From an optimization exercise on the open Yosys and OpenROAD flow, aimed at small area, a short achievable clock period and few clock cycles; shortcuts taken in it are not production practice.
Function was checked by simulation only, so behaviour that the tests miss may differ from the original.
Power is estimated from default activity; no workload was simulated.

## rev 12
==> flow/design.v <==
`timescale 1ns / 1ps
module top_CPU(
    input clk,
    input Reset,
    output [31:0] imem_addr,
    input  [31:0] imem_data,
    output [31:0] dmem_addr,
    output [31:0] dmem_wdata,
    output dmem_we,
    input  [31:0] dmem_rdata,
    output halted
    );
    reg  [29:0] pc;             
    reg  [31:0] ir;             
    reg         d_valid;
    reg  [31:0] e_a, e_b;       
    reg  [31:0] e_s;            
    reg  [4:0]  e_sa;
    reg  [4:0]  e_rd;
    reg         e_wr, e_load, e_store, e_beq, e_bne, e_bltz, e_jr, e_halt, e_pred;
    reg         e_sub, e_sadd, e_sand, e_sor, e_sxor, e_ssll, e_sslt, e_spass;
    reg  [31:0] m_res, m_wdata;
    reg  [4:0]  m_rd;
    reg         m_wr, m_load, m_we;
    reg         m_bltz, m_pred;     
    wire [29:0] m_alt = m_wdata[31:2];
    reg         kill_q;         
    reg         halted_r;
    assign imem_addr  = {pc, 2'b00};
    assign dmem_addr  = m_res;
    assign dmem_wdata = m_wdata;
    assign dmem_we    = m_we;
    assign halted     = halted_r;
    wire [31:0] m_val = m_load ? dmem_rdata : m_res;
    reg [31:0] rf [1:31];
    reg [31:1] rf_v;
    wire [4:0] rs = ir[25:21];
    wire [4:0] rt = ir[20:16];
    reg [31:0] rf_rs, rf_rt;
    integer k;
    always @(*) begin
        rf_rs = 32'd0;
        rf_rt = 32'd0;
        for (k = 1; k < 32; k = k + 1) begin
            rf_rs = rf_rs | ({32{rs == k && rf_v[k]}} & rf[k]);
            rf_rt = rf_rt | ({32{rt == k && rf_v[k]}} & rf[k]);
        end
    end
    integer n;
    always @(posedge clk)
        for (n = 1; n < 32; n = n + 1)
            if (m_wr && m_rd == n) rf[n] <= m_val;
    always @(posedge clk or negedge Reset)
        if (!Reset) rf_v <= 0;
        else if (m_wr) rf_v[m_rd] <= 1'b1;
    wire [5:0] op = ir[31:26];
    wire op_add   = op == 6'b000000;
    wire op_sub   = op == 6'b000001;
    wire op_addiu = op == 6'b000010;
    wire op_and   = op == 6'b010000;
    wire op_andi  = op == 6'b010001;
    wire op_ori   = op == 6'b010010;
    wire op_xori  = op == 6'b010011;
    wire op_sll   = op == 6'b011000;
    wire op_slti  = op == 6'b100110;
    wire op_slt   = op == 6'b100111;
    wire op_sw    = op == 6'b110000;
    wire op_lw    = op == 6'b110001;
    wire op_beq   = op == 6'b110100;
    wire op_bne   = op == 6'b110101;
    wire op_bltz  = op == 6'b110110;
    wire op_j     = op == 6'b111000;
    wire op_jr    = op == 6'b111001;
    wire op_jal   = op == 6'b111010;
    wire op_halt  = op == 6'b111111;
    wire d_rtype  = op_add | op_sub | op_and | op_sll | op_slt;
    wire d_itype  = op_addiu | op_andi | op_ori | op_xori | op_slti | op_lw;
    wire d_branch = op_beq | op_bne | op_bltz;
    wire d_uses_rs = (d_rtype & ~op_sll) | d_itype | op_sw | d_branch | op_jr;
    wire d_uses_rt = d_rtype | op_sw | d_branch;
    wire [4:0] d_dst = d_rtype ? ir[15:11] : d_itype ? rt : op_jal ? 5'd31 : 5'd0;
    wire d_wr = d_dst != 5'd0;
    wire d_useimm = d_itype | op_sw | op_jal;
    wire d_zext = op_andi | op_ori | op_xori;
    wire [29:0] pc_d1 = pc;
    wire [29:0] d_link = {pc[29:26] + {3'd0, ir[25:0] == 26'd0}, ir[25:0]};
    wire [31:0] d_imm = op_jal ? {d_link, 2'b00} :
                        {{16{ir[15] & ~d_zext}}, ir[15:0]};
    wire [29:0] d_btarget = pc_d1 + {{14{ir[15]}}, ir[15:0]};
    wire d_same = rs == rt;
    wire d_pred = (op_beq & (ir[15] | d_same)) | (op_bne & ~d_same) | (op_bltz & ir[15]);
    wire d_sub = op_sub | op_slt | op_slti;             
    wire [31:0] e_sum = e_a + e_b + {31'd0, e_sub};
    wire e_lt = (e_a[31] ^ ~e_b[31]) ? e_a[31] : e_sum[31];
    wire [31:0] e_res = ({32{e_sadd}} & e_sum)
                      | ({32{e_sand}} & (e_a & e_b))
                      | ({32{e_sor}}  & (e_a | e_b))
                      | ({32{e_sxor}} & (e_a ^ e_b))
                      | ({32{e_ssll}} & (e_b << e_sa))
                      | ({32{e_spass}} & e_b)
                      | {31'd0, e_sslt & e_lt};
    wire e_eq = e_a == e_b;
    wire m_redir = m_bltz & (m_res[31] ^ m_pred);
    wire e_ok = ~kill_q & ~halted_r & ~m_redir;    
    wire e_taken = (e_beq & e_eq) | (e_bne & ~e_eq);
    wire e_redir = e_ok & (e_jr | ((e_beq | e_bne) & (e_taken ^ e_pred)));
    wire [29:0] e_target = e_jr ? e_a[31:2] : e_s[31:2];
    wire e_wr_ok = e_wr & e_ok;
    wire fe_rs = e_wr_ok & (e_rd == rs);
    wire fm_rs = m_wr & (m_rd == rs);
    wire fe_rt = e_wr_ok & (e_rd == rt);
    wire fm_rt = m_wr & (m_rd == rt);
    wire [31:0] rs_old = fm_rs ? m_val : rf_rs;
    wire [31:0] rt_old = fm_rt ? m_val : rf_rt;
    wire [31:0] rs_val = fe_rs ? e_res : rs_old;
    wire [31:0] rt_val = fe_rt ? e_res : rt_old;
    wire d_ok = d_valid & ~kill_q & ~halted_r;
    wire stall = d_ok & e_ok & e_load & ((d_uses_rs & (e_rd == rs)) | (d_uses_rt & (e_rd == rt)));
    wire d_go = d_ok & ~stall;
    wire d_redir = d_go & d_pred;
    wire d_jr = d_go & op_jr & ~fe_rs & ~(fm_rs & m_load);
    wire [5:0] f_op = imem_data[31:26];
    wire f_jump = (f_op == 6'b111000) | (f_op == 6'b111010);
    wire [29:0] pc_p1 = pc + 30'd1;
    wire [29:0] f_jtarget = {pc[29:26], imem_data[25:0]};
    always @(posedge clk or negedge Reset) begin
        if (!Reset) begin
            pc <= 0;
            d_valid <= 0;
            e_wr <= 0; e_load <= 0; e_store <= 0; e_beq <= 0; e_bne <= 0;
            e_bltz <= 0; e_jr <= 0; e_halt <= 0;
            m_wr <= 0; m_load <= 0; m_we <= 0; m_bltz <= 0;
            kill_q <= 0;
            halted_r <= 0;
        end else begin
            if (m_redir) pc <= m_alt;
            else if (e_redir) pc <= e_target;
            else if (!stall) pc <= d_jr ? rs_old[31:2] : d_redir ? d_btarget : f_jump ? f_jtarget : pc_p1;
            if (!stall) d_valid <= ~(d_redir | d_jr);
            kill_q <= e_redir | m_redir;
            e_wr    <= d_go & d_wr;
            e_load  <= d_go & op_lw;
            e_store <= d_go & op_sw;
            e_beq   <= d_go & op_beq;
            e_bne   <= d_go & op_bne;
            e_bltz  <= d_go & op_bltz;
            e_jr    <= d_go & op_jr & ~d_jr;
            e_halt  <= d_go & op_halt;
            m_wr   <= e_wr_ok;
            m_load <= e_load;
            m_we   <= e_store & e_ok;
            m_bltz <= e_bltz & e_ok;
            if (e_halt & e_ok) halted_r <= 1;
        end
    end
    always @(posedge clk) begin
        if (!stall) begin
            ir   <= (f_op == 6'b111010) ? {imem_data[31:26], pc_p1[25:0]} : imem_data;
        end
        e_a   <= rs_val;
        e_b   <= d_sub ? ~(d_useimm ? d_imm : rt_val) : (d_useimm ? d_imm : rt_val);
        e_s   <= (fe_rt & ~d_branch) ? e_res : d_branch ? {d_pred ? pc_d1 : d_btarget, 2'b00} : rt_old;
        e_sa  <= ir[10:6];
        e_rd  <= d_dst;
        e_pred <= d_pred;
        e_sub  <= d_sub;
        e_sadd <= op_add | op_sub | op_addiu | op_lw | op_sw | op_bltz;
        e_sand <= op_and | op_andi;
        e_sor  <= op_ori;
        e_sxor <= op_xori;
        e_ssll <= op_sll;
        e_sslt <= op_slt | op_slti;
        e_spass <= op_jal;
        m_res   <= e_res;
        m_wdata <= e_s;
        m_rd    <= e_rd;
        m_pred  <= e_pred;
    end
endmodule
clock: 11.0 ns
lec_check: 0
cap_margin: 20
core_margin: 2
core_utilization: 50
place_density: 0.6
slew_margin: 20
standard.sh (not shown) runs the stock make flow with config.mk's settings and CLKGATE_MAP_FILE= SYNTH_SCRIPT=/design/flow/synth_recipe.tcl, a recipe that flattens the netlist after the stock synthesis.
==> flow/flow/run.sh <==
#!/bin/bash
# The standard layout (standard.sh, which runs the standard synthesis script) with these
# changes to how the layout is made; the SDC and clock period are unchanged:
#  - adders are left to abc as plain gates (ADDER_MAP_FILE empty) instead of fa/ha cells
#  - port buffers are buf_4 cells (buffer_ports otherwise picks delay cells)
#  - CTS: no dummy loads, clkbuf_16 buffers, sink clusters of up to 30 within 60 um
# The make output goes to standard.log; each ORFS step logs to orfs/logs/.
set -euo pipefail
bash standard.sh \
  SETUP_SLACK_MARGIN=7.5 \
  ADDER_MAP_FILE= \
  "BUFFER_PORTS_ARGS=-buffer_cell sky130_fd_sc_hd__buf_4" \
  "CTS_ARGS=-sink_clustering_enable -repair_clock_nets -dont_use_dummy_load -buf_list sky130_fd_sc_hd__clkbuf_16 -sink_clustering_size 30 -sink_clustering_max_diameter 60" \
  finish > standard.log 2>&1
Testbench counts of rev 12, summed over its fixed seeds: cycles 37,059.
Input-level comparison between rev 13 and rev 12:
-- flow/design.v --
<<< rev 12, line 25
    reg         m_bltz, m_pred;     
    wire [29:0] m_alt = m_wdata[31:2];
    reg         kill_q;         
    reg         halted_r;
>>> rev 13, line 25
    reg         m_bltz, m_pred;     
    wire [29:0] m_alt = m_wdata[31:2];
    reg  [31:0] w_res;
    reg  [4:0]  w_rd;
    reg         w_wr;
    reg         kill_q;         
    reg         halted_r;
<<< rev 12, line 32
    assign dmem_we    = m_we;
    assign halted     = halted_r;
    wire [31:0] m_val = m_load ? dmem_rdata : m_res;
    reg [31:0] rf [1:31];
    reg [31:1] rf_v;
>>> rev 13, line 35
    assign dmem_we    = m_we;
    assign halted     = halted_r;
    reg [31:0] rf [1:31];
    reg [31:1] rf_v;
<<< rev 12, line 50
    always @(posedge clk)
        for (n = 1; n < 32; n = n + 1)
            if (m_wr && m_rd == n) rf[n] <= m_val;
    always @(posedge clk or negedge Reset)
        if (!Reset) rf_v <= 0;
        else if (m_wr) rf_v[m_rd] <= 1'b1;
    wire [5:0] op = ir[31:26];
    wire op_add   = op == 6'b000000;
>>> rev 13, line 52
    always @(posedge clk)
        for (n = 1; n < 32; n = n + 1)
            if (w_wr && w_rd == n) rf[n] <= w_res;
    always @(posedge clk or negedge Reset)
        if (!Reset) rf_v <= 0;
        else if (w_wr) rf_v[w_rd] <= 1'b1;
    wire [5:0] op = ir[31:26];
    wire op_add   = op == 6'b000000;
<<< rev 12, line 107
    wire [29:0] e_target = e_jr ? e_a[31:2] : e_s[31:2];
    wire e_wr_ok = e_wr & e_ok;
    wire fe_rs = e_wr_ok & (e_rd == rs);
    wire fm_rs = m_wr & (m_rd == rs);
    wire fe_rt = e_wr_ok & (e_rd == rt);
    wire fm_rt = m_wr & (m_rd == rt);
    wire [31:0] rs_old = fm_rs ? m_val : rf_rs;
    wire [31:0] rt_old = fm_rt ? m_val : rf_rt;
    wire [31:0] rs_val = fe_rs ? e_res : rs_old;
    wire [31:0] rt_val = fe_rt ? e_res : rt_old;
>>> rev 13, line 109
    wire [29:0] e_target = e_jr ? e_a[31:2] : e_s[31:2];
    wire e_wr_ok = e_wr & e_ok;
    wire [31:0] m_val = m_load ? dmem_rdata : m_res;
    wire fe_rs = e_wr_ok & (e_rd == rs);
    wire fm_rs = m_wr & (m_rd == rs);
    wire fw_rs = w_wr & (w_rd == rs);
    wire fe_rt = e_wr_ok & (e_rd == rt);
    wire fm_rt = m_wr & (m_rd == rt);
    wire fw_rt = w_wr & (w_rd == rt);
    wire [31:0] rs_old = fm_rs ? m_val : fw_rs ? w_res : rf_rs;
    wire [31:0] rt_old = fm_rt ? m_val : fw_rt ? w_res : rf_rt;
    wire [31:0] rs_val = fe_rs ? e_res : rs_old;
    wire [31:0] rt_val = fe_rt ? e_res : rt_old;
<<< rev 12, line 131
            e_bltz <= 0; e_jr <= 0; e_halt <= 0;
            m_wr <= 0; m_load <= 0; m_we <= 0; m_bltz <= 0;
            kill_q <= 0;
            halted_r <= 0;
>>> rev 13, line 136
            e_bltz <= 0; e_jr <= 0; e_halt <= 0;
            m_wr <= 0; m_load <= 0; m_we <= 0; m_bltz <= 0;
            w_wr <= 0;
            kill_q <= 0;
            halted_r <= 0;
<<< rev 12, line 151
            m_we   <= e_store & e_ok;
            m_bltz <= e_bltz & e_ok;
            if (e_halt & e_ok) halted_r <= 1;
        end
>>> rev 13, line 157
            m_we   <= e_store & e_ok;
            m_bltz <= e_bltz & e_ok;
            w_wr <= m_wr;
            if (e_halt & e_ok) halted_r <= 1;
        end
<<< rev 12, line 176
        m_rd    <= e_rd;
        m_pred  <= e_pred;
    end
endmodule
>>> rev 13, line 183
        m_rd    <= e_rd;
        m_pred  <= e_pred;
        w_res   <= m_val;
        w_rd    <= m_rd;
    end
endmodule
### Flow results
Diff rev 12 -> rev 13: flip-flop and latch count now larger; setup slack after placement now smaller. The higher power share of the clock group of rev 13 and rev 12 is in rev 12. Rev 12 ended up with fewer cell instances than rev 13 did. Clock period minus worst slack: rev 13 worse than rev 12. | sequential share of layout area | higher: rev 12 |. Delta (rev 13 minus rev 12): mean area per synthesized cell has increased; count of filler cells inserted in the layout has decreased; finished layout cell area has increased.
Testbench counts of rev 13, summed over its fixed seeds: cycles 37,059.

## separate check: timing with driven ports
How much do the figures lean on ideal ports? The routed layouts below were timed once more, with nothing changed but the port constraints.
Step 1 sets driving cells, clkbuf_16 on the clock port and buf_2 on the other inputs (assumed; they add their load-dependent delay and slew).
Step 2 also shifts input and output timing later by t, the mid clock arrival at the registers, as if the neighbouring blocks saw the same clock.
Three values: ideal ports, drivers, drivers and shift; two values: the first two.
run | t (ns) | setup slack, ns | worst hold slack (ns) | worst slew at a driven data input, ns | pins driven straight from the clock port
rev 12 | 0.817 | 7.269 / 7.269 / 6.491 | 0.317 / 0.317 / 0.317 | 0.20 | 1
rev 13 | 0.822 | 7.266 / 7.266 / 6.832 | 0.327 / 0.327 / 0.327 | 0.09 | 1
After both steps every run listed still meets setup and hold. For rev 12, which loses most, drivers alone change the setup slack by 0.000 ns; drivers and shift together by -0.778 ns.
